This design comes from an exercise in tuning for small area and a short achievable clock period on the open sky130 flow, not from production work.
At most, simulation tests tie the RTL to the original design; equivalence was not proved.
For runs 3 to 5, only the layout was checked, not whether the RTL still works.
Power figures rest on the tool's default switching activity, not on a simulated workload.

File: design/flow/config.mk
export PLATFORM = sky130hd
export DESIGN_NAME = MyComputer
export DESIGN_NICKNAME = MyComputer
export VERILOG_FILES = /design/flow/design.v
export SDC_FILE = /design/flow/constraint.sdc
export NUM_CORES = 4
export LEC_CHECK = 0
export CAP_MARGIN = 20
export CORE_MARGIN = 2
export CORE_UTILIZATION = 40
export CTS_BUF_LIST = sky130_fd_sc_hd__clkbuf_8
export CTS_CLUSTER_SIZE = 20
export PLACE_DENSITY = 0.6
export SLEW_MARGIN = 20
File: design/flow/constraint.sdc
create_clock -name core_clock -period 11.0 [get_ports {Clock}]
set_input_delay 2.2000 -clock core_clock [delete_from_list [all_inputs] [get_ports {Clock}]]
set_output_delay 2.2000 -clock core_clock [all_outputs]
set_load 0.01 [all_outputs]
File: design/flow/design.v
module DecTab(input [7:0] x, output [3:0] ones, output [3:0] tens,
	output ge10, output ge100);
	wire [7:0] z = {x[7], x[6:0] ^ {7{x[7]}}};
	wire [9:0] y;
	wire n0 = z[7];
	wire n1 = !z[7];
	wire n2 = z[0] ? n1 : n0;
	wire n3 = z[0] & n0;
	wire n4 = !z[0] | n1;
	wire n5 = z[1] ? n4 : n3;
	wire n6 = z[1] & n3;
	wire n7 = z[1] ? n3 : n4;
	wire n8 = z[2] ? n7 : n6;
	wire n9 = z[3] ? n8 : n5;
	wire n10 = !z[1] & n4;
	wire n11 = z[2] ? n5 : n10;
	wire n12 = z[2] ? n6 : n5;
	wire n13 = z[3] ? n12 : n11;
	wire n14 = z[4] ? n13 : n9;
	wire n15 = z[2] ? n10 : n7;
	wire n16 = z[3] ? n5 : n15;
	wire n17 = z[3] ? n11 : n8;
	wire n18 = z[4] ? n17 : n16;
	wire n19 = z[5] ? n18 : n14;
	wire n20 = z[3] ? n15 : n12;
	wire n21 = z[4] ? n9 : n20;
	wire n22 = z[4] ? n16 : n13;
	wire n23 = z[5] ? n22 : n21;
	wire n24 = z[6] ? n23 : n19;
	wire n25 = !z[1] | n4;
	wire n26 = z[2] ? n25 : n6;
	wire n27 = z[1] | n3;
	wire n28 = z[2] & n27;
	wire n29 = z[3] ? n28 : n26;
	wire n30 = z[2] ? n6 : n10;
	wire n31 = !z[2] & n25;
	wire n32 = z[3] ? n31 : n30;
	wire n33 = z[4] ? n32 : n29;
	wire n34 = z[2] ? n10 : n27;
	wire n35 = z[3] ? n26 : n34;
	wire n36 = z[3] ? n30 : n28;
	wire n37 = z[4] ? n36 : n35;
	wire n38 = z[5] ? n37 : n33;
	wire n39 = z[3] ? n34 : n31;
	wire n40 = z[4] ? n29 : n39;
	wire n41 = z[4] ? n35 : n32;
	wire n42 = z[5] ? n41 : n40;
	wire n43 = z[6] ? n42 : n38;
	wire n44 = z[2] & n6;
	wire n45 = !z[2] & n10;
	wire n46 = z[3] ? n45 : n44;
	wire n47 = !z[2] & n5;
	wire n48 = z[2] ? n10 : n6;
	wire n49 = z[3] ? n48 : n47;
	wire n50 = z[4] ? n49 : n46;
	wire n51 = z[2] & n5;
	wire n52 = z[3] ? n44 : n51;
	wire n53 = z[3] ? n47 : n45;
	wire n54 = z[4] ? n53 : n52;
	wire n55 = z[5] ? n54 : n50;
	wire n56 = z[3] ? n51 : n48;
	wire n57 = z[4] ? n46 : n56;
	wire n58 = z[4] ? n52 : n49;
	wire n59 = z[5] ? n58 : n57;
	wire n60 = z[6] ? n59 : n55;
	wire n61 = z[2] | n27;
	wire n62 = z[3] & n61;
	wire n63 = z[3] ? n28 : n31;
	wire n64 = z[4] ? n63 : n62;
	wire n65 = !z[2] | n25;
	wire n66 = !z[3] & n65;
	wire n67 = z[3] ? n31 : n61;
	wire n68 = z[4] ? n67 : n66;
	wire n69 = z[5] ? n68 : n64;
	wire n70 = z[3] ? n65 : n28;
	wire n71 = z[4] ? n62 : n70;
	wire n72 = z[4] ? n66 : n63;
	wire n73 = z[5] ? n72 : n71;
	wire n74 = z[6] ? n73 : n69;
	wire n75 = z[2] | n6;
	wire n76 = z[3] | n75;
	wire n77 = z[4] & n76;
	wire n78 = z[3] & n75;
	wire n79 = z[4] ? n78 : n66;
	wire n80 = z[5] ? n79 : n77;
	wire n81 = !z[3] | n65;
	wire n82 = !z[4] & n81;
	wire n83 = z[3] | n44;
	wire n84 = z[4] & n83;
	wire n85 = z[5] ? n84 : n82;
	wire n86 = z[6] ? n85 : n80;
	wire n87 = z[4] | n83;
	wire n88 = z[5] & n87;
	wire n89 = !z[5] & n82;
	wire n90 = z[6] ? n89 : n88;
	wire n91 = z[3] & n44;
	wire n92 = z[4] | n91;
	wire n93 = !z[3] & n31;
	wire n94 = !z[4] & n93;
	wire n95 = z[5] ? n94 : n92;
	wire n96 = z[6] & n95;
	wire n97 = z[4] | n62;
	wire n98 = z[5] | n97;
	wire n99 = z[6] | n98;
	wire n100 = z[4] | n76;
	wire n101 = z[5] & n100;
	wire n102 = z[6] & n101;
	assign y[0] = n2;
	assign y[1] = n24;
	assign y[2] = n43;
	assign y[3] = n60;
	assign y[4] = n74;
	assign y[5] = n86;
	assign y[6] = n90;
	assign y[7] = n96;
	assign y[8] = n99;
	assign y[9] = n102;
	assign ones = y[3:0];
	assign tens = y[7:4];
	assign ge10 = y[8];
	assign ge100 = y[9];
endmodule
module BcdSeg(input [3:0] d, output [6:0] segs);
	wire A = d[3], B = d[2], C = d[1], D = d[0];
	assign segs[0] = !(A | C | (B & D) | (!B & !D));
	assign segs[1] = !(!B | (!C & !D) | (C & D));
	assign segs[2] = !(B | !C | D);
	assign segs[3] = !((!B & !D) | (!B & C) | (C & !D) | (B & !C & D));
	assign segs[4] = !((!B & !D) | (C & !D));
	assign segs[5] = !(A | (!C & !D) | (B & !C) | (B & !D));
	assign segs[6] = !(A | (B & !C) | (!B & C) | (C & !D));
endmodule
module HexSeg(input [3:0] bin, output [6:0] segs);
	wire n0 = bin[0];
	wire n1 = !bin[1] & n0;
	wire n2 = !bin[0];
	wire n3 = !bin[1] & n2;
	wire n4 = bin[2] ? n3 : n1;
	wire n5 = bin[1] & n0;
	wire n6 = bin[2] ? n1 : n5;
	wire n7 = bin[3] ? n6 : n4;
	wire n8 = bin[1] ? n2 : n0;
	wire n9 = bin[2] & n8;
	wire n10 = bin[1] | n2;
	wire n11 = bin[2] ? n10 : n5;
	wire n12 = bin[3] ? n11 : n9;
	wire n13 = bin[1] & n2;
	wire n14 = !bin[2] & n13;
	wire n15 = bin[2] & n10;
	wire n16 = bin[3] ? n15 : n14;
	wire n17 = bin[1] ? n0 : n2;
	wire n18 = bin[2] ? n17 : n1;
	wire n19 = bin[2] ? n5 : n8;
	wire n20 = bin[3] ? n19 : n18;
	wire n21 = !bin[1] | n0;
	wire n22 = bin[2] ? n21 : n0;
	wire n23 = !bin[2] & n1;
	wire n24 = bin[3] ? n23 : n22;
	wire n25 = bin[1] | n0;
	wire n26 = bin[2] ? n5 : n25;
	wire n27 = bin[2] & n1;
	wire n28 = bin[3] ? n27 : n26;
	wire n29 = !bin[1];
	wire n30 = bin[2] ? n5 : n29;
	wire n31 = bin[2] & n3;
	wire n32 = bin[3] ? n31 : n30;
	assign segs[0] = n7;
	assign segs[1] = n12;
	assign segs[2] = n16;
	assign segs[3] = n20;
	assign segs[4] = n24;
	assign segs[5] = n28;
	assign segs[6] = n32;
endmodule
module Ctrl(input [6:0] ip, output [6:0] tgt,
	output g_ld0, g_ldsz, g4_set, g4_clr, g5_set, g5_clr,
	output g6_set, g6_clr, s0_we, s1_we, s2_we, s3_we,
	output d_we, f0_clr, f1_clr, f2_clr, f3_clr, f4_we,
	output f5_we, sz_clr, sz_shl, sz_shr, sz_one, sz5_set,
	output sz5_clr, s0_dinp, s0_s1, s0_sum, s0_mq, s1_s0,
	output s2_s1, f4_sum, f5_shr, c_f0, c_f1, c_f2,
	output c_f3, c_sz0, c_szeq1, c_sz1, c_sz2, c_sz3,
	output c_fz, c_go);
	assign g_ld0 = (!ip[6] & !ip[5] & !ip[3] & !ip[2] & !ip[1] & !ip[0]);
	assign g_ldsz = (ip[6] & ip[5] & ip[3] & ip[2] & ip[1] & ip[0]) | (ip[5] & ip[4] & ip[3] & !ip[2] & ip[1] & !ip[0]);
	assign g4_set = (!ip[6] & !ip[4] & ip[3] & !ip[2] & !ip[1] & !ip[0]);
	assign g4_clr = (ip[5] & !ip[4] & !ip[3] & ip[1] & ip[0]) | (ip[5] & !ip[3] & !ip[2] & ip[1] & ip[0]) | (ip[6] & !ip[5] & !ip[4] & ip[2] & !ip[1] & ip[0]) | (!ip[6] & !ip[5] & ip[4] & !ip[2] & ip[1] & !ip[0]);
	assign g5_set = (ip[5] & !ip[4] & !ip[3] & ip[1] & !ip[0]) | (ip[6] & !ip[5] & !ip[4] & ip[2] & !ip[1] & !ip[0]);
	assign g5_clr = (!ip[5] & ip[4] & ip[3] & !ip[2] & ip[1] & ip[0]) | (!ip[6] & ip[5] & !ip[4] & ip[3] & ip[0]) | (ip[6] & !ip[5] & !ip[3] & ip[2] & !ip[0]) | (!ip[6] & ip[5] & ip[4] & !ip[3] & !ip[1] & !ip[0]);
	assign g6_set = (!ip[6] & ip[5] & ip[3] & ip[2] & ip[1] & ip[0]);
	assign g6_clr = (!ip[6] & ip[5] & ip[3] & ip[2] & !ip[1] & !ip[0]);
	assign s0_we = (ip[6] & !ip[3] & ip[2] & !ip[1] & !ip[0]) | (ip[6] & ip[4] & ip[2] & ip[1] & ip[0]) | (ip[6] & !ip[5] & !ip[4] & !ip[2] & !ip[1] & ip[0]) | (ip[5] & ip[4] & !ip[3] & ip[2] & !ip[1] & ip[0]) | (!ip[6] & !ip[5] & ip[4] & !ip[3] & ip[1] & ip[0]);
	assign s1_we = (ip[4] & !ip[3] & ip[2] & ip[1] & !ip[0]) | (ip[6] & ip[5] & ip[3] & !ip[2] & !ip[1] & ip[0]) | (ip[6] & !ip[5] & !ip[4] & ip[3] & ip[2] & ip[1] & !ip[0]);
	assign s2_we = (ip[6] & ip[5] & !ip[4] & !ip[2] & ip[1] & !ip[0]) | (!ip[6] & ip[5] & !ip[3] & ip[2] & ip[1] & ip[0]) | (!ip[6] & !ip[5] & ip[4] & !ip[3] & !ip[1] & ip[0]) | (!ip[5] & !ip[4] & ip[3] & ip[2] & ip[1] & ip[0]);
	assign s3_we = (!ip[5] & ip[4] & !ip[3] & ip[2] & !ip[1] & !ip[0]);
	assign d_we = (ip[6] & ip[5] & !ip[4] & !ip[2] & !ip[1] & !ip[0]) | (!ip[6] & ip[5] & ip[3] & ip[2] & !ip[1] & ip[0]) | (ip[6] & !ip[5] & !ip[4] & !ip[2] & ip[1] & !ip[0]) | (!ip[6] & !ip[5] & ip[3] & !ip[2] & !ip[1] & !ip[0]);
	assign f0_clr = (!ip[6] & !ip[4] & ip[3] & ip[2] & ip[0]);
	assign f1_clr = (!ip[6] & !ip[5] & !ip[4] & ip[3] & !ip[1] & !ip[0]);
	assign f2_clr = (!ip[6] & !ip[4] & ip[3] & ip[1] & ip[0]);
	assign f3_clr = (!ip[6] & !ip[5] & !ip[4] & ip[3] & !ip[2] & !ip[0]);
	assign f4_we = (ip[6] & !ip[3] & ip[2] & !ip[1] & !ip[0]) | (ip[6] & !ip[5] & !ip[4] & !ip[2] & !ip[1] & ip[0]);
	assign f5_we = (!ip[6] & !ip[5] & ip[4] & ip[3] & ip[2] & ip[0]) | (ip[5] & !ip[4] & !ip[2] & ip[1] & ip[0]) | (ip[6] & !ip[5] & ip[4] & !ip[3] & !ip[1] & !ip[0]) | (!ip[6] & ip[5] & ip[4] & !ip[2] & !ip[1] & !ip[0]);
	assign sz_clr = (!ip[6] & !ip[4] & !ip[3] & ip[2] & !ip[1] & ip[0]);
	assign sz_shl = (!ip[6] & !ip[5] & ip[4] & ip[3] & ip[2] & !ip[1] & ip[0]);
	assign sz_shr = (ip[5] & !ip[4] & !ip[2] & ip[1] & ip[0]) | (ip[6] & !ip[5] & ip[4] & !ip[3] & !ip[1] & !ip[0]) | (!ip[6] & !ip[5] & ip[3] & ip[2] & ip[1] & ip[0]) | (!ip[6] & ip[5] & ip[4] & !ip[2] & !ip[1] & !ip[0]);
	assign sz_one = (!ip[6] & ip[5] & !ip[4] & !ip[3] & !ip[0]);
	assign sz5_set = (ip[6] & ip[5] & ip[3] & ip[2] & !ip[1] & ip[0]) | (ip[6] & !ip[5] & !ip[3] & !ip[2] & ip[1] & !ip[0]);
	assign sz5_clr = (ip[6] & ip[5] & ip[4] & ip[0]) | (!ip[6] & !ip[4] & !ip[3] & ip[2] & !ip[1] & ip[0]);
	assign s0_dinp = (!ip[5] & !ip[3]);
	assign s0_s1 = (!ip[6] & ip[5]);
	assign s0_sum = (!ip[2]);
	assign s0_mq = (!ip[0]);
	assign s1_s0 = (!ip[5] & !ip[3]);
	assign s2_s1 = (!ip[1]);
	assign f4_sum = (ip[0]);
	assign f5_shr = (!ip[2]) | (ip[1]);
	assign c_f0 = (!ip[6] & !ip[4] & ip[3] & ip[2] & ip[0]);
	assign c_f1 = (!ip[6] & !ip[4] & ip[3] & ip[2] & !ip[0]);
	assign c_f2 = (!ip[6] & !ip[4] & ip[3] & ip[1] & ip[0]);
	assign c_f3 = (!ip[6] & !ip[4] & ip[3] & ip[1] & !ip[0]);
	assign c_sz0 = (ip[5] & !ip[3] & !ip[2] & ip[1] & !ip[0]) | (!ip[6] & ip[3] & ip[2] & ip[1] & !ip[0]) | (ip[6] & !ip[5] & !ip[4] & !ip[3] & ip[0]) | (ip[6] & ip[4] & ip[3] & !ip[2] & !ip[0]) | (!ip[6] & !ip[5] & ip[4] & ip[3] & ip[2] & !ip[0]);
	assign c_szeq1 = (!ip[5] & !ip[4] & ip[3] & !ip[2] & !ip[1] & !ip[0]);
	assign c_sz1 = (ip[6] & ip[4] & ip[3] & !ip[1] & !ip[0]);
	assign c_sz2 = (ip[6] & ip[4] & ip[2] & !ip[1] & ip[0]);
	assign c_sz3 = (ip[6] & ip[4] & ip[2] & ip[1] & !ip[0]) | (!ip[6] & !ip[5] & ip[3] & !ip[2] & !ip[1] & ip[0]);
	assign c_fz = (ip[5] & !ip[4] & !ip[3] & !ip[1] & ip[0]) | (ip[6] & !ip[5] & !ip[3] & !ip[1] & ip[0]) | (ip[6] & ip[5] & ip[3] & ip[2] & !ip[1] & !ip[0]) | (ip[6] & !ip[5] & !ip[4] & !ip[2] & ip[1] & ip[0]);
	assign c_go = (ip[5] & !ip[4] & !ip[3] & !ip[2] & ip[0]) | (!ip[6] & !ip[5] & ip[3] & ip[2] & ip[1] & !ip[0]) | (!ip[6] & ip[5] & !ip[4] & ip[1]) | (ip[6] & ip[5] & ip[4] & ip[1]) | (ip[6] & !ip[5] & !ip[4] & !ip[3] & !ip[1]) | (ip[6] & !ip[3] & !ip[2] & ip[1] & ip[0]) | (!ip[6] & !ip[4] & ip[2] & ip[1] & ip[0]);
	assign tgt[0] = (ip[4] & !ip[3] & !ip[1]) | (!ip[6] & ip[4] & !ip[1] & !ip[0]);
	assign tgt[1] = (ip[6] & !ip[2]) | (!ip[6] & ip[2]) | (!ip[6] & ip[5]) | (ip[1] & ip[0]) | (ip[5] & ip[3]);
	assign tgt[2] = (!ip[5] & ip[4] & ip[2]) | (ip[2] & !ip[1] & !ip[0]) | (ip[6] & !ip[2] & ip[1] & ip[0]) | (!ip[6] & !ip[3] & !ip[1]) | (!ip[6] & !ip[5] & !ip[2] & !ip[0]);
	assign tgt[3] = (ip[5]) | (ip[6] & !ip[4]) | (!ip[6] & ip[4]) | (!ip[3] & ip[1]) | (!ip[4] & ip[2] & ip[1]) | (!ip[6] & !ip[1] & ip[0]) | (ip[6] & !ip[2] & !ip[0]);
	assign tgt[4] = (!ip[6] & !ip[5] & !ip[4] & !ip[2]) | (ip[4] & !ip[3] & !ip[1]) | (!ip[6] & ip[4] & !ip[1] & !ip[0]) | (!ip[6] & ip[3] & ip[2] & ip[0]);
	assign tgt[5] = (ip[6] & ip[2] & !ip[1]) | (!ip[6] & !ip[2] & ip[0]) | (!ip[5] & ip[4] & ip[2] & ip[1]) | (ip[4] & ip[1] & ip[0]);
	assign tgt[6] = (ip[6] & ip[2] & !ip[1]) | (!ip[6] & !ip[4] & !ip[1]) | (ip[6] & !ip[5] & !ip[2] & ip[0]) | (!ip[5] & ip[4] & ip[2] & ip[1]);
endmodule
module MyComputer(
	input Clock,
	output [9:0] LEDR,
	input [9:0] SW,
	input [3:0] KEY,
	output [6:0] HEX0,
	output [6:0] HEX1,
	output [6:0] HEX2,
	output [6:0] HEX3,
	output [6:0] HEX4,
	output [6:0] HEX5
);
	reg rs1, rs2, rst;
	reg [4:0] dcnt;
	wire dtog = (dcnt == 5'd29);
	wire rst_n = dtog ? !rst : rst;      
	always @(posedge Clock) begin
		rs1 <= SW[9];
		rs2 <= rs1;
		dcnt <= ((rst == rs2) | dtog) ? 5'd0 : dcnt + 5'd1;
		rst <= rst_n;
	end
	reg ts1;
	reg [3:0] k1, k2, k3;
	always @(posedge Clock) begin
		ts1 <= SW[8];
		k1 <= {KEY[3], ~KEY[2:0]};
		k2 <= k1;
		k3 <= k2;
	end
	wire [3:0] pb = k3 & ~k2;
	reg [7:0] pdat, dinp;
	always @(posedge Clock)
		if (k1[3] & ~KEY[3]) pdat <= SW[7:0];
	reg [7:0] cnt;
	reg go;
	wire cwrap = (cnt == 8'd250);
	always @(posedge Clock) begin
		cnt <= rst ? 8'd1 : cwrap ? 8'd0 : cnt + 8'd1;
		go <= !rst_n && ((!rst && cwrap) || ts1);
	end
	reg [6:0] ip;
	reg [7:0] s0, s1, s2, s3;    
	reg [3:0] sz;                
	reg sz5;                     
	reg [6:0] gout;              
	reg [5:0] flag;
	wire [6:0] tgt;
	wire g_ld0, g_ldsz, g4_set, g4_clr, g5_set, g5_clr, g6_set, g6_clr;
	wire s0_we, s1_we, s2_we, s3_we, d_we;
	wire f0_clr, f1_clr, f2_clr, f3_clr, f4_we, f5_we;
	wire sz_clr, sz_shl, sz_shr, sz_one, sz5_set, sz5_clr;
	wire s0_dinp, s0_s1, s0_sum, s0_mq, s1_s0, s2_s1, f4_sum, f5_shr;
	wire c_f0, c_f1, c_f2, c_f3, c_sz0, c_szeq1, c_sz1, c_sz2, c_sz3, c_fz, c_go;
	Ctrl ctl(.ip(ip), .tgt(tgt),
		.g_ld0(g_ld0), .g_ldsz(g_ldsz), .g4_set(g4_set), .g4_clr(g4_clr),
		.g5_set(g5_set), .g5_clr(g5_clr), .g6_set(g6_set), .g6_clr(g6_clr),
		.s0_we(s0_we), .s1_we(s1_we), .s2_we(s2_we), .s3_we(s3_we), .d_we(d_we),
		.f0_clr(f0_clr), .f1_clr(f1_clr), .f2_clr(f2_clr), .f3_clr(f3_clr),
		.f4_we(f4_we), .f5_we(f5_we),
		.sz_clr(sz_clr), .sz_shl(sz_shl), .sz_shr(sz_shr), .sz_one(sz_one),
		.sz5_set(sz5_set), .sz5_clr(sz5_clr),
		.s0_dinp(s0_dinp), .s0_s1(s0_s1), .s0_sum(s0_sum), .s0_mq(s0_mq),
		.s1_s0(s1_s0), .s2_s1(s2_s1), .f4_sum(f4_sum), .f5_shr(f5_shr),
		.c_f0(c_f0), .c_f1(c_f1), .c_f2(c_f2), .c_f3(c_f3), .c_sz0(c_sz0),
		.c_szeq1(c_szeq1), .c_sz1(c_sz1), .c_sz2(c_sz2), .c_sz3(c_sz3),
		.c_fz(c_fz), .c_go(c_go));
	wire sz0 = (sz == 4'd0);
	wire fz = (flag == 6'd0);
	wire taken = c_go | (c_f0 & flag[0]) | (c_f1 & flag[1]) | (c_f2 & flag[2]) |
		(c_f3 & flag[3]) | (c_sz0 & sz0) | (c_szeq1 & (sz == 4'd1)) |
		(c_sz1 & sz[1]) | (c_sz2 & sz[2]) | (c_sz3 & sz[3]) | (c_fz & fz);
	wire [6:0] nip = taken ? tgt : ip + 7'd1;
	reg [8:0] ma;
	reg [7:0] mq;
	reg [3:0] mc;
	reg mrst, mlast;
	wire mdone = mc[3];
	wire msub = mlast & mq[0];
	wire [8:0] aa = mdone ? {s1[7], s1} : ma;
	wire [8:0] ab = ({s0[7], s0} ^ {9{msub}}) & {9{mdone | mq[0]}};
	wire [8:0] msum;
	Add9 add(.a(aa), .b(ab), .cin(msub), .s(msum));
	wire sum_ov = msum[8] ^ msum[7];
	always @(posedge Clock) begin
		mrst <= go & (s0_we | s1_we);
		mlast <= !mrst && (mc == 4'd6);
		if (mrst) begin
			ma <= 9'd0;
			mq <= s1;
			mc <= 4'd0;
		end else if (!mdone) begin
			ma <= {msum[8], msum[8:1]};
			mq <= {msum[0], mq[7:1]};
			mc <= mc + 4'd1;
		end
	end
	wire prod_ov = !((&{ma[7:0], mq[7]}) | ~(|{ma[7:0], mq[7]}));
	reg [6:0] so, st;      
	reg h2one, h2neg;      
	reg h3neg;             
	wire neg = s0[7];
	wire [3:0] ones, tens;
	wire ge10, ge100;
	wire [6:0] so_n, st_n;
	DecTab dec(.x(s0), .ones(ones), .tens(tens), .ge10(ge10), .ge100(ge100));
	BcdSeg sg0(.d(ones), .segs(so_n));
	BcdSeg sg1(.d(tens), .segs(st_n));
	always @(posedge Clock) begin
		if (go) begin
			ip <= nip;
			if (s0_we) s0 <= ({8{s0_dinp}} & dinp) | ({8{s0_s1}} & s1) |
				({8{s0_sum}} & msum[7:0]) | ({8{s0_mq}} & mq);
			if (s1_we) s1 <= s1_s0 ? s0 : s2;
			if (s2_we) s2 <= s2_s1 ? s1 : s3;
			if (s3_we) s3 <= s2;
			if (d_we) begin
				so <= so_n;
				st <= ge10 ? st_n : neg ? 7'h3f : 7'h7f;
				h2one <= ge100;
				h2neg <= neg && ge10 && !ge100;
				h3neg <= neg && ge100;
			end
			if (g_ld0 | g_ldsz) gout[3:0] <= g_ldsz ? sz : 4'd0;
			if (g_ld0 | g_ldsz | g4_clr | g4_set) gout[4] <= g4_set;
			if (g_ld0 | g_ldsz | g5_clr | g5_set) gout[5] <= g5_set | (g_ldsz & sz5);
			if (g_ld0 | g_ldsz | g6_clr | g6_set) gout[6] <= g6_set | g_ldsz;
			if (f0_clr) flag[0] <= 1'b0;
			if (f1_clr) flag[1] <= 1'b0;
			if (f2_clr) flag[2] <= 1'b0;
			if (f3_clr) flag[3] <= 1'b0;
			if (f4_we) flag[4] <= f4_sum ? sum_ov : prod_ov;
			if (f5_we) flag[5] <= f5_shr & sz[0];
			if (sz_clr) sz <= 4'd0;
			if (sz_shl) sz <= {sz[2:0], 1'b0};
			if (sz_shr) sz <= {1'b0, sz[3:1]};
			if (sz_one) sz <= 4'd1;
			if (sz5_clr) sz5 <= 1'b0;
			if (sz5_set) sz5 <= 1'b1;
		end
		if (rst) begin
			ip <= 7'd0;
			flag <= 6'd0;
		end else begin
			if (pb[0]) flag[0] <= 1'b1;
			if (pb[1]) flag[1] <= 1'b1;
			if (pb[2]) flag[2] <= 1'b1;
			if (pb[3]) begin flag[3] <= 1'b1; dinp <= pdat; end
		end
	end
	reg [6:0] hx4, hx5;
	wire [6:0] hx4_n, hx5_n;
	HexSeg sg4(.bin(ip[3:0]), .segs(hx4_n));
	HexSeg sg5(.bin({1'b0, ip[6:4]}), .segs(hx5_n));
	always @(posedge Clock) begin
		hx4 <= hx4_n;
		hx5 <= hx5_n;
	end
	wire en = gout[6];
	assign LEDR = {flag[5], flag[4], flag[3], go, gout[5:0]};
	assign HEX0 = so | {7{!en}};
	assign HEX1 = st | {7{!en}};
	assign HEX2 = {!(en && h2neg), 3'b111, !(en && h2one), !(en && h2one), 1'b1};
	assign HEX3 = {!(en && h3neg), 6'h3f};
	assign HEX4 = hx4;
	assign HEX5 = hx5;
endmodule
module Add9(input [8:0] a, input [8:0] b, input cin, output [8:0] s);
	wire [8:0] p = a ^ b;
	wire [8:0] g0 = a & b;
	wire [8:0] G0 = {g0[8:1], g0[0] | (p[0] & cin)};
	wire [8:0] P0 = {p[8:1], 1'b0};
	wire [8:0] G1, P1;
	wire [8:0] G2, P2, G3, P3, G4;
	genvar i;
	generate
		for (i = 0; i < 9; i = i + 1) begin : pf
			if (i % 2 == 1) begin : l1c
				assign G1[i] = G0[i] | (P0[i] & G0[i-1]);
				assign P1[i] = P0[i] & P0[i-1];
			end else begin : l1p
				assign G1[i] = G0[i];
				assign P1[i] = P0[i];
			end
			if ((i / 2) % 2 == 1) begin : l2c
				assign G2[i] = G1[i] | (P1[i] & G1[(i/4)*4+1]);
				assign P2[i] = P1[i] & P1[(i/4)*4+1];
			end else begin : l2p
				assign G2[i] = G1[i];
				assign P2[i] = P1[i];
			end
			if ((i / 4) % 2 == 1) begin : l3c
				assign G3[i] = G2[i] | (P2[i] & G2[(i/8)*8+3]);
				assign P3[i] = P2[i] & P2[(i/8)*8+3];
			end else begin : l3p
				assign G3[i] = G2[i];
				assign P3[i] = P2[i];
			end
			if (i == 8) begin : l4c
				assign G4[i] = G3[i] | (P3[i] & G3[7]);
			end else begin : l4p
				assign G4[i] = G3[i];
			end
		end
	endgenerate
	assign s = p ^ {G4[7:0], cin};
endmodule
File: design/flow/flow/run.sh
#!/bin/bash
# The standard layout (standard.sh), with buf_4 cells as the port buffers
# instead of the default delay buffers, and timing repair aimed below the
# clock period.
bash standard.sh "BUFFER_PORTS_ARGS=-buffer_cell sky130_fd_sc_hd__buf_4" SETUP_SLACK_MARGIN=7.7 finish > standard.log 2>&1
File: design/flow/standard.sh
#!/bin/bash
# synth_recipe.tcl (not shown) runs the flow's synth.tcl, then flattens the netlist and writes it again
# the make line also repeats each setting of config.mk as NAME=value (left out here)
make -C /OpenROAD-flow-scripts/flow DESIGN_CONFIG=/design/flow/config.mk WORK_HOME=/design/flow/orfs CLKGATE_MAP_FILE= SYNTH_SCRIPT=/design/flow/synth_recipe.tcl "${@:-finish}"
==> notes.md, run 1 <==
Period minus WS final=3420 ps; skew final=16.6 ps; share of cells above drive strength 1=17.1%; fill cell count=2113; detailed-route DRC error count=0; num rows=54; CP Data Required Time=8800 ps; First-pass DRT Iterations=5; initial antenna violation count=0; endpoints failing hold=0; CTS buffer count=17; Yosys warning total=1; Tightest Pin Transition=964 ps; Worst Hold Class=flip-flop to flip-flop; count of state elements after synthesis=156; Synth Instances=932; leakage dissipation=0.00379 uW; global-route wire length before repair=34700 um; Post-Syn Area=8930 um^2; WHS=335 ps; Crit path max-delay family=flip-flops; Clock Sinks=156; Routed Antenna Nets=0; Layout Nets=1011; CP cell instances=buf_12, nand2_1, buf_4; syn_area_per_cell=9.58 um^2; vias in the first global route=6566; fin cells=1255; CTS Hold Buffers Added=0; fmax=292 MHz; DR vias=7053; ANT cells=0; Bufs and invs on worst path=2; critical path endpoint=HEX2[2]; CTS tree=done; largest net degree at the start of global routing=45; RSZ-0062 raised after global routing=yes; CP Depth=3; H-tree depth=4; grt ovf=0; status=no timing/DRC/antenna violations; relative slew slack=35.7%; worst hold path depth=0; Critical Path Start=gout[6]$_DFFE_PP_; Die Ht=153 um; Max-Cap Viols=0; commonest non-fill, non-tap cell in the layout=edfxtp_1; Pwr Total=3280 uW; main flop type after synthesis=edfxtp_1; Setup TNS Final=0 ps; wire per inst=17.0 um; Total GRT Usage=18.1%; IO Port Bufs=56; RePlAce Congestion=0.891; crit path launch type=flip-flop; crit path DAT=1220 ps; Initial Util=40.8%; Worst-Skew Late Latency=460 ps; worst vdd ir=0.114 mV; worst r2r path cells=11; type of the worst setup path=flip-flop to primary output; commonest non-fill, non-tap cells in the layout=edfxtp_1 (85), buf_4 (77), nand2_1 (76); FF-to-FF setup slack=7700 ps; pwr/cell area=327 nW/um^2; Max Buffers Root-to-Sink=2; critical path capture point type=primary output; count of different cell masters after synthesis=79; Core Region=21900 um^2; HPWL after detailed placement=14400 um; clk slew on worst S/H paths=100 ps; Iter 0 DRT Violations=740; Final Setup Violations=0; worst reg2reg startpoint=mq[0]$_DFFE_PP_; die area=23500 um^2; Crit Reg-Reg Endpoint=s0[4]$_DFFE_PP_; DP Cell Count=1215; IO Pins=67; DR vias/cell=5.62; final-report max-slew violation count=0; EDFF count, synth=85; period utilization=31.1%; crit-path max cell delay=420 ps; Layout area overhead=12.3%; Root Buffer=clkbuf_8; Max stage delay cell, worst path=edfxtp_1; CP max FO=17; register area share after synthesis=44.5%; Hold Crit Start=k1[1]$_DFF_P_; Synth async-reset ratio=0%; Total Wirelength=21300 um; Chip Width=153 um
[synth_stat cells, drive strengths merged, types with 5 or more instances]
| library cell | count | share of area (%) |
|---|---|---|
| edfxtp | 85 | 29 |
| nand2 | 77 | 3.2 |
| nor2 | 73 | 3.1 |
| dfxtp | 71 | 16 |
| a21oi | 55 | 3.1 |
| o21ai | 54 | 3.0 |
| buf | 42 | 2.7 |
| clkbuf | 35 | 1.5 |
| inv | 32 | 1.3 |
| nand2b | 31 | 2.2 |
| nor3 | 31 | 1.9 |
| ha | 30 | 4.2 |
| mux2 | 30 | 3.8 |
| mux2i | 24 | 2.7 |
| nand3 | 23 | 1.3 |
| nor2b | 19 | 1.3 |
| xor2 | 17 | 1.8 |
| xnor2 | 16 | 1.7 |
| a31oi | 13 | 0.91 |
| and2 | 13 | 0.91 |
| a211oi | 8 | 0.67 |
| and3 | 8 | 0.56 |
| nand4 | 8 | 0.56 |
| nor4 | 8 | 0.73 |
| o311ai | 8 | 0.78 |
| o31ai | 7 | 0.59 |
| a32oi | 6 | 0.59 |
| o211ai | 6 | 0.50 |
| o21a | 6 | 0.50 |
| or3 | 6 | 0.42 |
| a221o | 5 | 0.56 |
| a222oi | 5 | 0.56 |
| o22ai | 5 | 0.35 |
[worst min path at each step]
| stage | to | slack, ps |
|---|---|---|
| global route | rs2$_DFF_P_ | 350 |
| CTS | k2[0]$_DFF_P_ | 340 |
| global placement | rs2$_DFF_P_ | 310 |
| finish | k2[1]$_DFF_P_ | 330 |
| detailed placement | k2[0]$_DFF_P_ | 310 |
| floorplan | k2[0]$_DFF_P_ | 310 |
[what timing repair did]
| item | 4_1_cts | 5_1_grt |
|---|---|---|
| gates cloned | 0 | 0 |
| endpoints found under the setup margin | 22 | 34 |
| resized for setup | 4 | 11 |
| buffers inserted | 1 | 7 |
[logic make-up after synthesis]
family / count (synthesis) / share of synthesized area, %
XOR/XNOR: 33 / 3.40
buffers and inverters: 110 / 5.53
AO/OA/AOI/OAI: 224 / 16.6
other: 1 / 0.0420
adder cells (fa/ha/maj): 35 / 5.21
flip-flops: 156 / 44.5
multiplexers: 55 / 6.73
AND/OR/NAND/NOR: 318 / 18.0
[through the flow]
step / utilization, % / area [um^2] / setup WS [ps]
global route: 45.8 / 10000 / 7510
global placement: 43.3 / 9490 / 7650
CTS: 45.3 / 9930 / 7540
floorplan: - / 8980 / 7700
finish: 45.8 / 10000 / 7580
detailed placement: 43.3 / 9490 / 7550
[worst register-to-register path: stages, from the launching register on]
cell and delay (ps):
edfxtp_1 490, nand2_4 150, o21a_2 210, a21oi_1 100, fa_1 410, fa_1 420
nor2b_1 140, o21a_1 140, or2_2 120, fa_1 410, a222oi_1 370, nand2_1 80
[cell type report]
| type | count | area, um^2 | area share [%] |
|---|---|---|---|
| clock buffers | 17 | 234 | 2.33 |
| inverters | 33 | 124 | 1.24 |
| well taps | 280 | 350 | 3.49 |
| repair buffers | 79 | 618 | 6.16 |
| multi-input cells | 675 | 4550 | 45.4 |
| flip-flops and latches | 156 | 3980 | 39.7 |
| clock inverters | 15 | 174 | 1.73 |
[power breakdown]
part / switching [uW] / internal [uW] / total, uW
logic: 1130 / 777 / 1910
clock network: 246 / 191 / 438
registers: 116 / 818 / 934
total: 1490 / 1790 / 3280
[sequential cells by signal (all words and copies together) (netlist names), 8 cells and up]
| signal | count |
|---|---|
| cnt | 8 |
| dinp | 8 |
| ma | 8 |
| mq | 8 |
| pdat | 8 |
| s0 | 8 |
| s1 | 8 |
| s2 | 8 |
| s3 | 8 |
[layer usage]
metal | track usage, % | up-vias | part of all wire (%)
met5 | 0 | - | 0
met1 | 26.0 | 3324 | 46
met2 | 27.0 | 259 | 45
li1 | - | 3438 | -
met3 | 4.00 | 32 | 7.1
met4 | 6.29 | 0 | 1.6
==> run 2: changes to the inputs <==
--- a/design/flow/config.mk
+++ b/design/flow/config.mk
@@ -5,6 +5,7 @@
 export SDC_FILE = /design/flow/constraint.sdc
 export NUM_CORES = 4
 export LEC_CHECK = 0
+export ABC_AREA = 1
 export CAP_MARGIN = 20
 export CORE_MARGIN = 2
 export CORE_UTILIZATION = 40
==> run 2 against run 1 <==
Against the previous run:
- non-clock buffer count shrank 15
- first-iteration DRC count grew 4.3%
- setup slack lost 12 ps
- combinational power shrank 93%
- synthesized cell count grew 16%
- worst hold slack lost 9.3 ps
- routed wire length shrank 1.4%
- clock power is essentially flat
- die area shrank 4.1%
- largest cell class is now registers
==> notes.md, run 2 <==
fin area=9530 um^2; RePlAce Congestion=0.948; CP Data Required Time=8800 ps; Layout area overhead=11.4%; Iter 0 DRT Violations=772; Worst-Skew Late Latency=460 ps; Worst Hold Class=flip-flop to flip-flop; worst vdd ir=0.105 mV; Routed Antenna Nets=0; top-area cell type share of the netlist area=29.8%; crit path launch type=flip-flop; ANT cells=0; Final Setup Violations=0; count of different cell masters after synthesis=55; H-tree depth=4; DR vias/cell=5.14; num rows=53; leakage dissipation=0.00411 uW; Synth Instances=1078; worst r2r path cells=5; worst hold path depth=0; fmax=291 MHz; EDFF count, synth=85; HPWL after detailed placement=15400 um; clk slew on worst S/H paths=90 ps; detailed-route DRC error count=0; vias in the first global route=6557; Post-Syn Area=8550 um^2; Post-synth top cells=nand2_1 (281), inv_1 (115), nor2_1 (106); First-pass DRT Iterations=8; largest cells by area after synthesis=edfxtp_1 (30%), dfxtp_1 (17%), nand2_1 (12%); grt ovf=0; CTS tree=done; CP max FO=17; syn_area_per_cell=7.93 um^2; Max Buffers Root-to-Sink=2; count of state elements after synthesis=156; fin util=45.3%; Core Region=21000 um^2; Layout Nets=1164; Clock Sinks=156; Setup TNS Final=0 ps; Synth async-reset ratio=0%; period utilization=31.2%; Period minus WS final=3430 ps; endpoints failing hold=0; final-report max-slew violation count=0; wire per inst=15.0 um; most frequent cell after synthesis=nand2_1; area leader, netlist=edfxtp_1; Critical Path Start=gout[6]$_DFFE_PP_; critical path capture point type=primary output; status=no timing/DRC/antenna violations; commonest non-fill, non-tap cell in the layout=nand2_1; Yosys warning total=1; largest net degree at the start of global routing=40; main flop type after synthesis=edfxtp_1; register area share after synthesis=46.5%; fill cell count=2143; crit path DAT=1230 ps; Total GRT Usage=19.0%; type of the worst setup path=flip-flop to primary output; IO Port Bufs=56; Root Buffer=clkbuf_8; pwr/cell area=130 nW/um^2; Initial Util=40.7%; worst reg2reg startpoint=ip[3]$_SDFFE_PP0P_; skew final=15.1 ps; Chip Width=150 um; Total Wirelength=21000 um; RSZ-0062 raised after global routing=yes; CTS buffer count=17; Hold Crit Start=k1[0]$_DFF_P_; Area after DPL=9100 um^2; initial antenna violation count=0; share of cells above drive strength 1=12.1%; DR vias=7207; Tightest Pin Transition=877 ps; relative slew slack=41.3%; commonest non-fill, non-tap cells in the layout=nand2_1 (281), inv_1 (116), nor2_1 (106); IO Pins=67; die area=22600 um^2; Max-Cap Viols=0; global-route wire length before repair=33600 um; Die Ht=150 um
run 2: metrics by stage:
stage | total power (uW) | setup WS (ps) | hold WS (ps) | instances
floorplan | 776 | 7780 | 310 | 1087
global placement | 810 | 7680 | 311 | 1369
detailed placement | 813 | 7640 | 314 | 1369
CTS | 1250 | 7520 | 325 | 1403
global route | 1300 | 7490 | 339 | 1403
finish | 1240 | 7570 | 325 | 1403
run 2: worst paths after layout:
path | slack (ps) | to
worst max-delay path | 7570 | HEX2[2]
worst min register to register | 330 | k2[0]$_DFF_P_
worst max register to register | 7950 | s2[2]$_DFFE_PP_
worst min-delay path | 330 | k2[0]$_DFF_P_
run 2: cell families after synthesis:
group	synth area share (%)
simple gates	24.8
buf+inv	9.13
compound gates	11.8
flops	46.5
fa+ha+maj	5.32
xor+xnor	2.44
other cells	0.0438
run 2: cell type report:
cell class                 instances  area (um^2)  share of cell area, %
clock buffer                      17          234                   2.46
clock inverter                    15          160                   1.68
timing repair buffer              64          493                   5.17
multi-input combinational        748         3840                   40.3
inverter                         128          480                   5.04
tap                              275          344                   3.61
sequential                       156         3980                   41.8
run 2: power by group:
part | switching [uW] | internal [uW] | total [uW]
clock network | 233 | 206 | 439
registers | 26.7 | 647 | 674
logic | 76.6 | 49.6 | 126
total | 336 | 903 | 1240
run 2: metal layers:
layer / up-vias / global-route usage (%) / wire length, um
met4: 0 / 6.13 / 382
met2: 308 / 28.1 / 8950
met5: - / 0 / 0
met3: 34 / 4.85 / 1880
met1: 3254 / 27.3 / 9780
li1: 3611 / - / -
run 2: repair_timing:
item                       CTS  global route
setup endpoints to repair   20            21
hold buffers                 0             0
buffers inserted             2             0
gates resized for setup      3             2
run 2: worst max-delay path, cell delays in order (launching register included):
cell and delay [ps]:
edfxtp_1 420, buf_12 170, nand2_1 80, buf_4 120
==> run 3: changes to the inputs <==
--- a/design/flow/design.v
+++ b/design/flow/design.v
@@ -278,7 +278,8 @@
 	reg [7:0] s0, s1, s2, s3;    
 	reg [3:0] sz;                
 	reg sz5;                     
-	reg [6:0] gout;              
+	reg [5:0] gout;              
+	reg enA, enB_n, enC, enD_n;  
 	reg [5:0] flag;
 	wire [6:0] tgt;
 	wire g_ld0, g_ldsz, g4_set, g4_clr, g5_set, g5_clr, g6_set, g6_clr;
@@ -309,14 +310,13 @@
 	reg [8:0] ma;
 	reg [7:0] mq;
 	reg [3:0] mc;
-	reg mrst, mlast;
-	wire mdone = mc[3];
+	reg mrst, mlast, povr;
+	wire mdone = mc[3] & mc[0];
 	wire msub = mlast & mq[0];
-	wire [8:0] aa = mdone ? {s1[7], s1} : ma;
-	wire [8:0] ab = ({s0[7], s0} ^ {9{msub}}) & {9{mdone | mq[0]}};
+	wire [8:0] aa = mc[3] ? {s1[7], s1} : ma;
+	wire [8:0] ab = ({s0[7], s0} ^ {9{msub}}) & {9{mc[3] | mq[0]}};
 	wire [8:0] msum;
 	Add9 add(.a(aa), .b(ab), .cin(msub), .s(msum));
-	wire sum_ov = msum[8] ^ msum[7];
 	always @(posedge Clock) begin
 		mrst <= go & (s0_we | s1_we);
 		mlast <= !mrst && (mc == 4'd6);
@@ -325,12 +325,17 @@
 			mq <= s1;
 			mc <= 4'd0;
 		end else if (!mdone) begin
-			ma <= {msum[8], msum[8:1]};
-			mq <= {msum[0], mq[7:1]};
+			if (mc[3]) begin
+				ma <= msum;
+				povr <= !((&{ma[7:0], mq[7]}) | ~(|{ma[7:0], mq[7]}));
+			end else begin
+				ma <= {msum[8], msum[8:1]};
+				mq <= {msum[0], mq[7:1]};
+			end
 			mc <= mc + 4'd1;
 		end
 	end
-	wire prod_ov = !((&{ma[7:0], mq[7]}) | ~(|{ma[7:0], mq[7]}));
+	wire sum_ov = ma[8] ^ ma[7];
 	reg [6:0] so, st;      
 	reg h2one, h2neg;      
 	reg h3neg;             
@@ -345,7 +350,7 @@
 		if (go) begin
 			ip <= nip;
 			if (s0_we) s0 <= ({8{s0_dinp}} & dinp) | ({8{s0_s1}} & s1) |
-				({8{s0_sum}} & msum[7:0]) | ({8{s0_mq}} & mq);
+				({8{s0_sum}} & ma[7:0]) | ({8{s0_mq}} & mq);
 			if (s1_we) s1 <= s1_s0 ? s0 : s2;
 			if (s2_we) s2 <= s2_s1 ? s1 : s3;
 			if (s3_we) s3 <= s2;
@@ -359,12 +364,19 @@
 			if (g_ld0 | g_ldsz) gout[3:0] <= g_ldsz ? sz : 4'd0;
 			if (g_ld0 | g_ldsz | g4_clr | g4_set) gout[4] <= g4_set;
 			if (g_ld0 | g_ldsz | g5_clr | g5_set) gout[5] <= g5_set | (g_ldsz & sz5);
-			if (g_ld0 | g_ldsz | g6_clr | g6_set) gout[6] <= g6_set | g_ldsz;
+			if (g_ld0 | g_ldsz | g6_clr | g6_set) begin
+				enA <= g6_set | g_ldsz;
+				enB_n <= !(g6_set | g_ldsz);
+			end
+			if (ip == 7'd0 || ip == 7'd58 || ip == 7'd60 || ip == 7'd63 || ip == 7'd111) begin
+				enC <= ip == 7'd58 || ip == 7'd63 || ip == 7'd111;
+				enD_n <= !(ip == 7'd58 || ip == 7'd63 || ip == 7'd111);
+			end
 			if (f0_clr) flag[0] <= 1'b0;
 			if (f1_clr) flag[1] <= 1'b0;
 			if (f2_clr) flag[2] <= 1'b0;
 			if (f3_clr) flag[3] <= 1'b0;
-			if (f4_we) flag[4] <= f4_sum ? sum_ov : prod_ov;
+			if (f4_we) flag[4] <= f4_sum ? sum_ov : povr;
 			if (f5_we) flag[5] <= f5_shr & sz[0];
 			if (sz_clr) sz <= 4'd0;
 			if (sz_shl) sz <= {sz[2:0], 1'b0};
@@ -391,12 +403,11 @@
 		hx4 <= hx4_n;
 		hx5 <= hx5_n;
 	end
-	wire en = gout[6];
-	assign LEDR = {flag[5], flag[4], flag[3], go, gout[5:0]};
-	assign HEX0 = so | {7{!en}};
-	assign HEX1 = st | {7{!en}};
-	assign HEX2 = {!(en && h2neg), 3'b111, !(en && h2one), !(en && h2one), 1'b1};
-	assign HEX3 = {!(en && h3neg), 6'h3f};
+	assign LEDR = {flag[5], flag[4], flag[3], go, gout};
+	assign HEX0 = {so[6:4] | {3{!enC}}, so[3:0] | {4{!enA}}};
+	assign HEX1 = {st[6:4] | {3{enD_n}}, st[3:0] | {4{enB_n}}};
+	assign HEX2 = {!(enC && h2neg), 3'b111, !(enC && h2one), !(enC && h2one), 1'b1};
+	assign HEX3 = {!(!enD_n && h3neg), 6'h3f};
 	assign HEX4 = hx4;
 	assign HEX5 = hx5;
 endmodule
==> design/flow/flow/run.sh (replaced) <==
#!/bin/bash
# The standard layout (standard.sh), with buf_4 cells as the port buffers
# instead of the default delay buffers, and timing repair aimed below the
# clock period.
bash standard.sh "BUFFER_PORTS_ARGS=-buffer_cell sky130_fd_sc_hd__buf_4" SETUP_SLACK_MARGIN=7.9 finish > standard.log 2>&1
==> run 3 against run 2 <==
Against the previous run:
- worst hold slack better by 9.7 ps
- flip-flop and latch count up 5
- power shrank 7.1%
- clock power is 6.4% lower
- synthesized cell count grew 4.1%
- still clean
- core utilization is 1.1 points higher
==> notes.md, run 3 <==
Yosys warning total=1; worst vdd ir=0.0741 mV; Initial Util=40.8%; critical path capture point type=primary output; status=no timing/DRC/antenna violations; Layout area overhead=13.8%; worst setup slack after layout=7540 ps; count of different cell masters after synthesis=50; period utilization=31.4%; internal cell power=850 uW; final-report max-slew violation count=0; Total Wirelength=23200 um; largest cells by area after synthesis=edfxtp_1 (30%), dfxtp_1 (16%), nand2_1 (11%); endpoints failing hold=0; Max Buffers Root-to-Sink=2; multi-input logic area=4050 um^2; Synth async-reset ratio=0%; commonest non-fill, non-tap cell in the layout=nand2_1; DP Cell Count=1421; initial antenna violation count=0; Root Buffer=clkbuf_8; top-area cell type share of the netlist area=30.0%; Core Region=21800 um^2; Die Ht=153 um; EDFF count, synth=89; area leader, netlist=edfxtp_1; fin cells=1464; Iter 0 DRT Violations=863; Routed Antenna Nets=0; Net Sw Frac=26.1%; FF+latch area=4140 um^2; share of cells above drive strength 1=14.6%; clk slew on worst S/H paths=100 ps; pwr/cell area=114 nW/um^2; fmax=289 MHz; fill cell count=2184; RSZ-0062 raised after global routing=yes; vias in the first global route=7221; main flop type after synthesis=edfxtp_1; Period minus WS final=3460 ps; Final Setup Violations=0; Pwr Total=1150 uW; Total GRT Usage=19.9%; CP max FO=4; leakage dissipation=0.00442 uW; Clk pwr share=35.7%; Tightest Pin Transition=995 ps; global-route wire length before repair=37600 um; Largest register FFs=9; largest reg by FF count=ma; Worst-Skew Late Latency=460 ps; First-pass DRT Iterations=6; largest net degree at the start of global routing=37; type of the worst setup path=flip-flop to primary output; Setup TNS Final=0 ps; Worst Hold Class=flip-flop to flip-flop; commonest non-fill, non-tap cells in the layout=nand2_1 (262), inv_1 (128), nor2_1 (111); DR vias/cell=5.27; Post-synth top cells=nand2_1 (265), inv_1 (128), nor2_1 (112); skew final=13.4 ps; crit path DAT=1260 ps; syn_area_per_cell=7.94 um^2; Max-Cap Viols=0; grt ovf=0; Layout Nets=1220; Post-Syn Area=8900 um^2; pre-CTS WS=7700 ps; RePlAce Congestion=0.973; ANT cells=0; detailed-route DRC error count=0; IO Pins=67; Chip Width=153 um; wire per inst=15.8 um; combinational share of power=5.3%; Sw Pwr=301 uW; die area=23500 um^2; relative slew slack=33.7%; Clock Sinks=161; IO Port Bufs=56; CTS tree=done; sequential share of power=59.0%; count of state elements after synthesis=161; most frequent cell after synthesis=nand2_1; register area share after synthesis=46.2%; DR vias=7708; CTS buffer count=17; CP Data Required Time=8800 ps; HPWL after detailed placement=17000 um; crit path launch type=flip-flop; H-tree depth=4; Synth Instances=1122; num rows=54
[run 3: cell count changes after synthesis, sizes merged, moves of 5 or more]
cell and change:
a21oi +11, inv +9, nand2 -22, nand3 +5
nand4 +6, nor2 +7, nor3 +12, or2 +9
[run 3: what timing repair did]
action,4_1_cts,5_1_grt
cloned,0,1
hold buffers,0,0
pin swaps,15,2
setup buffers,2,8
endpoints found under the setup margin,44,61
resized for setup,58,15
[run 3: area by class of cell]
cell class | instances | share of cell area [%]
Sequential cell | 161 | 40.9
Multi-Input combinational cell | 776 | 39.9
Timing Repair Buffer | 75 | 6.82
Inverter | 139 | 5.19
Tap cell | 280 | 3.46
Clock buffer | 17 | 2.31
Clock inverter | 15 | 1.37
Timing Repair inverter | 1 | 0.0494
[run 3: power groups by stage]
| stage | registers (uW) | clock network [uW] | logic (uW) |
|---|---|---|---|
| finish | 679 | 411 | 61.2 |
| global route | 682 | 451 | 73.2 |
| CTS | 679 | 424 | 61.4 |
| detailed placement | 693 | 0 | 61.1 |
| global placement | 693 | 0 | 60.9 |
| floorplan | 684 | 0 | 48.8 |
[run 3: critical path: stages (launching register included)]
cell and delay, ps:
edfxtp_1 440, or2_4 250, buf_6 120
[run 3: metrics by stage]
step                      utilization, %  area, um^2  hold slack (ps)
after floorplan                        -        8940              310
after global placement              43.4        9470              311
after detailed placement            43.4        9470              312
after CTS                           45.9       10000              337
after global routing                46.4       10100              349
final                               46.4       10100              335
[run 3: layer usage]
layer	up-vias	part of all wire, %	global-route usage [%]
li1	3797	-	-
met3	33	7.4	4.37
met4	0	1.7	6.04
met1	3561	47	28.3
met2	317	44	30.4
met5	-	0	0
[run 3: path summary, 6_finish.rpt]
| path | startpoint | endpoint | slack, ps | cells after the start |
|---|---|---|---|---|
| setup / recovery | enB_n$_DFFE_PP_ | HEX1[2] | 7540 | 2 |
| setup reg to reg | mq[0]$_DFFE_PP_ | ma[3]$_SDFFE_PP0N_ | 8070 | 12 |
| hold reg to reg | k1[1]$_DFF_P_ | k2[1]$_DFF_P_ | 340 | 0 |
| hold / removal | k1[1]$_DFF_P_ | k2[1]$_DFF_P_ | 340 | 0 |
[run 3: cells by family after synthesis]
| kind of cell | synth area share, % |
|---|---|
| xor+xnor | 2.35 |
| simple gates | 24.9 |
| compound gates | 12.1 |
| buf+inv | 9.27 |
| fa+ha+maj | 5.12 |
| other cells | 0.0421 |
| flops | 46.2 |
==> run 4: changes to the inputs <==
--- a/design/flow/design.v
+++ b/design/flow/design.v
@@ -268,11 +268,13 @@
 	always @(posedge Clock)
 		if (k1[3] & ~KEY[3]) pdat <= SW[7:0];
 	reg [7:0] cnt;
-	reg go;
+	reg go, ngo;
 	wire cwrap = (cnt == 8'd250);
+	wire go_n = !rst_n && ((!rst && cwrap) || ts1);
 	always @(posedge Clock) begin
 		cnt <= rst ? 8'd1 : cwrap ? 8'd0 : cnt + 8'd1;
-		go <= !rst_n && ((!rst && cwrap) || ts1);
+		go <= go_n;
+		ngo <= !go_n;
 	end
 	reg [6:0] ip;
 	reg [7:0] s0, s1, s2, s3;    
@@ -318,7 +320,7 @@
 	wire [8:0] msum;
 	Add9 add(.a(aa), .b(ab), .cin(msub), .s(msum));
 	always @(posedge Clock) begin
-		mrst <= go & (s0_we | s1_we);
+		mrst <= !ngo & (s0_we | s1_we);
 		mlast <= !mrst && (mc == 4'd6);
 		if (mrst) begin
 			ma <= 9'd0;
@@ -347,7 +349,7 @@
 	BcdSeg sg0(.d(ones), .segs(so_n));
 	BcdSeg sg1(.d(tens), .segs(st_n));
 	always @(posedge Clock) begin
-		if (go) begin
+		if (!ngo) begin
 			ip <= nip;
 			if (s0_we) s0 <= ({8{s0_dinp}} & dinp) | ({8{s0_s1}} & s1) |
 				({8{s0_sum}} & ma[7:0]) | ({8{s0_mq}} & mq);
==> run 4 against run 3 <==
Against the previous run:
- combinational power grew to 29 times the previous value
- still clean on timing, DRC and antenna
- worst hold slack hardly changed
- clock-buffer cell count stayed put
==> notes.md, run 4 <==
status=no timing/DRC/antenna violations; period utilization=31.6%; final-report max-slew violation count=0; IO Port Bufs=56; Chip Width=154 um; Synth async-reset ratio=0%; worst hold path depth=0; CTS buffer count=17; commonest non-fill, non-tap cells in the layout=nand2_1 (304), inv_1 (125), nor2_1 (89), edfxtp_1 (89), nand3_1 (85); crit path launch type=flip-flop; IO Pins=67; global-route met3 utilization=4.54%; Routed Antenna Nets=0; wire per inst=15.4 um; largest cells by area after synthesis=edfxtp_1 (30%), dfxtp_1 (16%), nand2_1 (13%); Core Region=21900 um^2; fin cells=1469; First-pass DRT Iterations=6; combinational share of power=54.4%; Hold Crit Start=k1[2]$_DFF_P_; fill cell count=2210; worst r2r path cells=12; most frequent cell after synthesis=nand2_1; Layout area overhead=13.6%; detailed-route DRC error count=0; RePlAce Congestion=0.953; Final Setup Violations=0; DR vias/cell=5.22; type of the worst setup path=flip-flop to primary output; Sw Pwr=1590 uW; CTS Hold Buffers Added=0; Synth Instances=1135; GR Util met1=28.4%; RSZ-0062 raised after global routing=yes; Setup TNS Final=0 ps; Total Wirelength=22700 um; Die Ht=154 um; num rows=54; fmax=288 MHz; DP Cell Count=1429; Hold Crit Endpoint=k2[2]$_DFF_P_; Root Buffer=clkbuf_8; Yosys warning total=1; Max-Cap Viols=0; count of state elements after synthesis=162; vias in the first global route=7209; Post-synth top cells=nand2_1 (309), inv_1 (125), nor2_1 (90); relative slew slack=45.3%; count of different cell masters after synthesis=50; CTS tree=done; H-tree depth=4; internal cell power=1730 uW; Crit Reg-Reg Endpoint=ma[3]$_SDFFE_PP0N_; WHS=335 ps; CP max FO=4; share of cells above drive strength 1=13.9%; Post-Syn Area=8960 um^2; Net Sw Frac=47.9%; Clock Sinks=162; Worst Hold Class=flip-flop to flip-flop; ANT cells=0; Iter 0 DRT Violations=743; EDFF count, synth=89; Initial Util=40.9%; syn_area_per_cell=7.90 um^2; clk slew on worst S/H paths=90 ps; largest reg by FF count=ma; Total GRT Usage=19.8%; grt ovf=0; Tightest Pin Transition=815 ps; top-area cell type share of the netlist area=29.8%; main flop type after synthesis=edfxtp_1; register area share after synthesis=46.1%; die area=23600 um^2; sequential share of power=31.2%; DR vias=7670; Worst-Skew Late Latency=460 ps; Layout Nets=1225; FF-to-FF setup slack=8150 ps; largest net degree at the start of global routing=39; met2 Track Usage GR=30.1%; crit path DAT=1270 ps; busiest layer in global routing=met2; worst vdd ir=0.107 mV; HPWL after detailed placement=16700 um; global-route wire length before repair=37700 um; CP Data Required Time=8800 ps; worst reg2reg startpoint=mq[0]$_DFFE_PP_; skew final=15.8 ps; commonest non-fill, non-tap cell in the layout=nand2_1; leakage dissipation=0.00456 uW; Max Buffers Root-to-Sink=2; area leader, netlist=edfxtp_1; initial antenna violation count=1; pwr/cell area=325 nW/um^2; Clk pwr share=14.4%; critical path capture point type=primary output; Period minus WS final=3470 ps; endpoints failing hold=0; Largest register FFs=9
## run 4: cell types whose count changed after synthesis, moves of 3 or more
cell     change
inv_1        -3
o21ai_1      -7
nand4_1      -3
nand3_1     +14
a21oi_1      -8
o31ai_1      -4
nor2_1      -22
nand2_1     +44
## run 4: cells by family (layout without fill, tap and decap cells)
group | after synthesis | in the layout | share of synthesized area [%]
adder cells (fa/ha/maj) | 34 | 34 | 5.08
other | 1 | 10 | 0.0418
AND/OR/NAND/NOR | 556 | 556 | 26.3
AO/OA/AOI/OAI | 170 | 170 | 10.9
flip-flops | 162 | 162 | 46.1
buffers and inverters | 190 | 235 | 9.15
XOR/XNOR | 22 | 22 | 2.44
## run 4: worst max path at each step
stage | startpoint | endpoint | depth (start not counted)
finish | enD_n$_DFFE_PP_ | HEX1[4] | 2
global route | enD_n$_DFFE_PP_ | HEX1[4] | 2
CTS | enD_n$_DFFE_PP_ | HEX1[4] | 2
detailed placement | ip[0]$_SDFFE_PP0N_ | s0[0]$_DFFE_PP_ | 6
global placement | ip[0]$_SDFFE_PP0N_ | s2[5]$_DFFE_PP_ | 6
floorplan | mc[3]$_SDFFE_PP0N_ | ma[3]$_SDFFE_PP0N_ | 11
## run 4: area by class of cell
| type | count | area [um^2] | share of cell area [%] |
|---|---|---|---|
| Sequential cell | 162 | 4160 | 40.9 |
| Multi-Input combinational cell | 792 | 4080 | 40.0 |
| Timing Repair Buffer | 69 | 649 | 6.38 |
| Inverter | 134 | 510 | 5.01 |
| Tap cell | 280 | 350 | 3.44 |
| Clock buffer | 17 | 234 | 2.30 |
| Clock inverter | 15 | 199 | 1.95 |
## run 4: worst max-delay path, stage by stage (launching register included)
cell,delay [ps]
edfxtp_1,450
or2_4,260
buf_6,120
## run 4: per-stage QoR
step	setup WS (ps)	util [%]	total power (uW)	area (um^2)
2_1_floorplan	7980	-	2250	8990
3_3_place_gp	7290	43.3	2750	9490
3_5_place_dp	7200	43.3	2760	9490
4_1_cts	7470	46.2	3290	10100
5_1_grt	7460	46.5	3620	10200
6_report	7530	46.5	3310	10200
## run 4: repair_timing
item | CTS | global route
buffers inserted | 3 | 5
resized for setup | 60 | 16
endpoints found under the setup margin | 102 | 79
pin swaps | 14 | 2
## run 4: layer usage
metal  vias to the layer above  share of wire (%)
li1                       3811                  -
met1                      3542                 47
met2                       280                 44
met3                        37                7.5
met4                         0                1.7
met5                         -                  0
## run 4: power groups by stage
stage / clock, uW / sequential (uW) / combinational, uW
after floorplan: 0 / 954 / 1290
after global placement: 0 / 1030 / 1710
after detailed placement: 0 / 1040 / 1720
after CTS: 490 / 1030 / 1770
after global routing: 512 / 1050 / 2060
final: 475 / 1030 / 1800
==> run 5: changes to the inputs <==
--- a/design/flow/design.v
+++ b/design/flow/design.v
@@ -268,13 +268,11 @@
 	always @(posedge Clock)
 		if (k1[3] & ~KEY[3]) pdat <= SW[7:0];
 	reg [7:0] cnt;
-	reg go, ngo;
+	reg go;
 	wire cwrap = (cnt == 8'd250);
-	wire go_n = !rst_n && ((!rst && cwrap) || ts1);
 	always @(posedge Clock) begin
 		cnt <= rst ? 8'd1 : cwrap ? 8'd0 : cnt + 8'd1;
-		go <= go_n;
-		ngo <= !go_n;
+		go <= !rst_n && ((!rst && cwrap) || ts1);
 	end
 	reg [6:0] ip;
 	reg [7:0] s0, s1, s2, s3;    
@@ -320,7 +318,7 @@
 	wire [8:0] msum;
 	Add9 add(.a(aa), .b(ab), .cin(msub), .s(msum));
 	always @(posedge Clock) begin
-		mrst <= !ngo & (s0_we | s1_we);
+		mrst <= go & (s0_we | s1_we);
 		mlast <= !mrst && (mc == 4'd6);
 		if (mrst) begin
 			ma <= 9'd0;
@@ -349,7 +347,7 @@
 	BcdSeg sg0(.d(ones), .segs(so_n));
 	BcdSeg sg1(.d(tens), .segs(st_n));
 	always @(posedge Clock) begin
-		if (!ngo) begin
+		if (go) begin
 			ip <= nip;
 			if (s0_we) s0 <= ({8{s0_dinp}} & dinp) | ({8{s0_s1}} & s1) |
 				({8{s0_sum}} & ma[7:0]) | ({8{s0_mq}} & mq);
==> design/flow/flow/run.sh (replaced) <==
#!/bin/bash
# The standard layout (standard.sh), with buf_4 cells as the port buffers
# instead of the default delay buffers.
bash standard.sh "BUFFER_PORTS_ARGS=-buffer_cell sky130_fd_sc_hd__buf_4" finish > standard.log 2>&1
==> run 5 against run 4 <==
Against the previous run:
- still clean on timing, DRC and antenna
- largest cell class unchanged
- core utilization is 1.4 points lower
- clock-buffer cell count stayed put
- sequential power is 34% lower
- critical path depth is 1 lower
- power is 65% lower
- register-to-register slack worse by 460 ps
- final cell count is 1.1% lower
==> notes.md, run 5 <==
status=no timing/DRC/antenna violations; pre-CTS WS=7700 ps; First-pass DRT Iterations=6; Tightest Pin Transition=986 ps; count of different cell masters after synthesis=50; Routed Antenna Nets=0; Clock Sinks=161; CTS Hold Buffers Added=0; Iter 0 DRT Violations=770; Pwr Total=1150 uW; FF+latch area=4110 um^2; Final Setup Violations=0; Yosys warning total=1; IO Port Bufs=56; CP max FO=13; Net Sw Frac=26.0%; Max stage delay cell, worst path=dfxtp_1; internal cell power=850 uW; count of state elements after synthesis=161; endpoints failing hold=0; CP cell instances=buf_4; Root Buffer=clkbuf_8; area leader, netlist=edfxtp_1; Max-Cap Viols=0; Layout area overhead=10.6%; EDFF count, synth=89; largest net degree at the start of global routing=37; crit path launch type=flip-flop; Crit Reg-Reg Endpoint=ma[3]$_SDFFE_PP0N_; leakage dissipation=0.00431 uW; top-area cell type share of the netlist area=30.0%; worst hold path depth=0; Layout Nets=1209; Period minus WS final=3550 ps; worst vdd ir=0.105 mV; worst r2r path cells=10; initial antenna violation count=0; fin cells=1453; H-tree depth=4; main flop type after synthesis=edfxtp_1; global-route wire length before repair=37400 um; Clk pwr share=35.6%; worst reg2reg startpoint=mc[3]$_SDFFE_PP0N_; Initial Util=40.8%; DR vias=7619; IO Pins=67; vias in the first global route=7175; largest cells by area after synthesis=edfxtp_1 (30%), dfxtp_1 (16%), nand2_1 (11%); Area after DPL=9470 um^2; Post-Syn Area=8900 um^2; wire per inst=15.7 um; skew final=13.9 ps; syn_area_per_cell=7.94 um^2; Crit path max-delay family=flip-flops; DP Cell Count=1421; num rows=54; RePlAce Congestion=0.973; most frequent cell after synthesis=nand2_1; Core Region=21800 um^2; clk slew on worst S/H paths=100 ps; largest reg by FF count=ma; Die Ht=153 um; Total Wirelength=22800 um; Setup TNS Final=0 ps; Chip Width=153 um; type of the worst setup path=flip-flop to primary output; die area=23500 um^2; Max Buffers Root-to-Sink=2; relative slew slack=34.3%; CTS buffer count=17; worst setup slack after layout=7450 ps; multi-input logic area=4000 um^2; sequential share of power=59.1%; fin area=9840 um^2; Synth Instances=1122; register area share after synthesis=46.2%; commonest non-fill, non-tap cells in the layout=nand2_1 (265), inv_1 (129), nor2_1 (112); period utilization=32.3%; CP Depth=1; commonest non-fill, non-tap cell in the layout=nand2_1; Hold Crit Endpoint=k2[1]$_DFF_P_; Total GRT Usage=19.7%; CP Data Required Time=8800 ps; fmax=281 MHz; postcts setup bufs=0; DR vias/cell=5.24; fill cell count=2208; crit-path max cell delay=680 ps; Sw Pwr=299 uW; combinational share of power=5.3%; crit path DAT=1350 ps; HPWL after detailed placement=17000 um; Worst-Skew Late Latency=460 ps; Synth async-reset ratio=0%; critical path capture point type=primary output; Worst Hold Class=flip-flop to flip-flop; grt ovf=0; FF-to-FF setup slack=7690 ps; cts repair resizes=0; RSZ-0062 raised after global routing=no; pwr/cell area=117 nW/um^2; Hold Crit Start=k1[1]$_DFF_P_; final-report max-slew violation count=0; ANT cells=0; detailed-route DRC error count=0; Largest register FFs=9; Bufs and invs on worst path=1; share of cells above drive strength 1=11.3%; CTS tree=done; Post-synth top cells=nand2_1 (265), inv_1 (128), nor2_1 (112)
-- run 5: per-stage QoR --
| step | hold slack, ps | utilization [%] |
|---|---|---|
| after floorplan | 310 | - |
| after global placement | 311 | 43.4 |
| after detailed placement | 312 | 43.4 |
| after CTS | 337 | 45.1 |
| after global routing | 349 | 45.1 |
| final | 335 | 45.1 |
-- run 5: kinds of logic after synthesis --
logic type	count (synthesis)	synth area share (%)
AND/OR/NAND/NOR	522	24.9
buffers and inverters	194	9.27
AO/OA/AOI/OAI	190	12.1
flip-flops	161	46.2
adder cells (fa/ha/maj)	34	5.12
XOR/XNOR	20	2.35
other	1	0.0421
-- run 5: worst max-delay path by stage --
| stage | from | endpoint |
|---|---|---|
| 6_report | go$_DFF_P_ | LEDR[6] |
| 5_1_grt | go$_DFF_P_ | LEDR[6] |
| 4_1_cts | go$_DFF_P_ | LEDR[6] |
| 3_5_place_dp | mc[3]$_SDFFE_PP0N_ | ma[3]$_SDFFE_PP0N_ |
| 3_3_place_gp | mc[3]$_SDFFE_PP0N_ | ma[3]$_SDFFE_PP0N_ |
| 2_1_floorplan | mc[3]$_SDFFE_PP0N_ | ma[3]$_SDFFE_PP0N_ |
-- run 5: final cells by class --
class,instances,area share [%]
clock inverter,15,1.41
clock buffer,17,2.38
sequential,161,41.8
inverter,139,5.30
tap,280,3.56
multi-input combinational,776,40.6
timing repair buffer,65,4.96
-- run 5: layer usage --
metal,global-route usage (%),vias to the layer above,part of all wire (%)
li1,-,3779,-
met1,28.3,3500,47
met2,29.9,311,44
met3,4.37,29,7.6
met4,6.04,0,1.7
met5,0,-,0
-- run 5: power groups by stage --
stage	logic (uW)	registers (uW)	clock network, uW
floorplan	48.8	684	0
global placement	60.9	693	0
detailed placement	61.1	693	0
CTS	61.4	679	424
global route	73.2	682	448
finish	61.1	679	409

==> afterwards: timing with drivers on the ports <==
Ports are ideal in the flow. The routed layouts listed here were re-timed in OpenROAD.
Step 1 sets driving cells, clkbuf_16 on the clock port and buf_2 on the other inputs (assumed; they add their load-dependent delay and slew).
Step 2 adds t to the input delays and takes it off the output delays; t is the mean of the earliest and latest rising clock arrival at the registers after step 1. Input paths then give back, and output paths get back, about the clock's delay inside the block.
a / b / c = no drivers / after step 1 / after step 2; a / b = the first two.
| run | t, ns | slack for setup (ns) | worst setup path after step 2 | worst slew at a driven data input, ns |
|---|---|---|---|---|
| run 1 | 0.491 | 7.578 / 7.538 / 7.697 | register to register | 0.03 |
| run 2 | 0.490 | 7.566 / 7.526 / 7.863 | input to register | 0.03 |
| run 3 | 0.494 | 7.543 / 7.503 / 7.861 | input to register | 0.03 |
| run 4 | 0.497 | 7.528 / 7.488 / 7.875 | input to register | 0.03 |
| run 5 | 0.489 | 7.445 / 7.405 / 7.689 | register to register | 0.03 |
After both steps setup and hold are still met in every run listed.
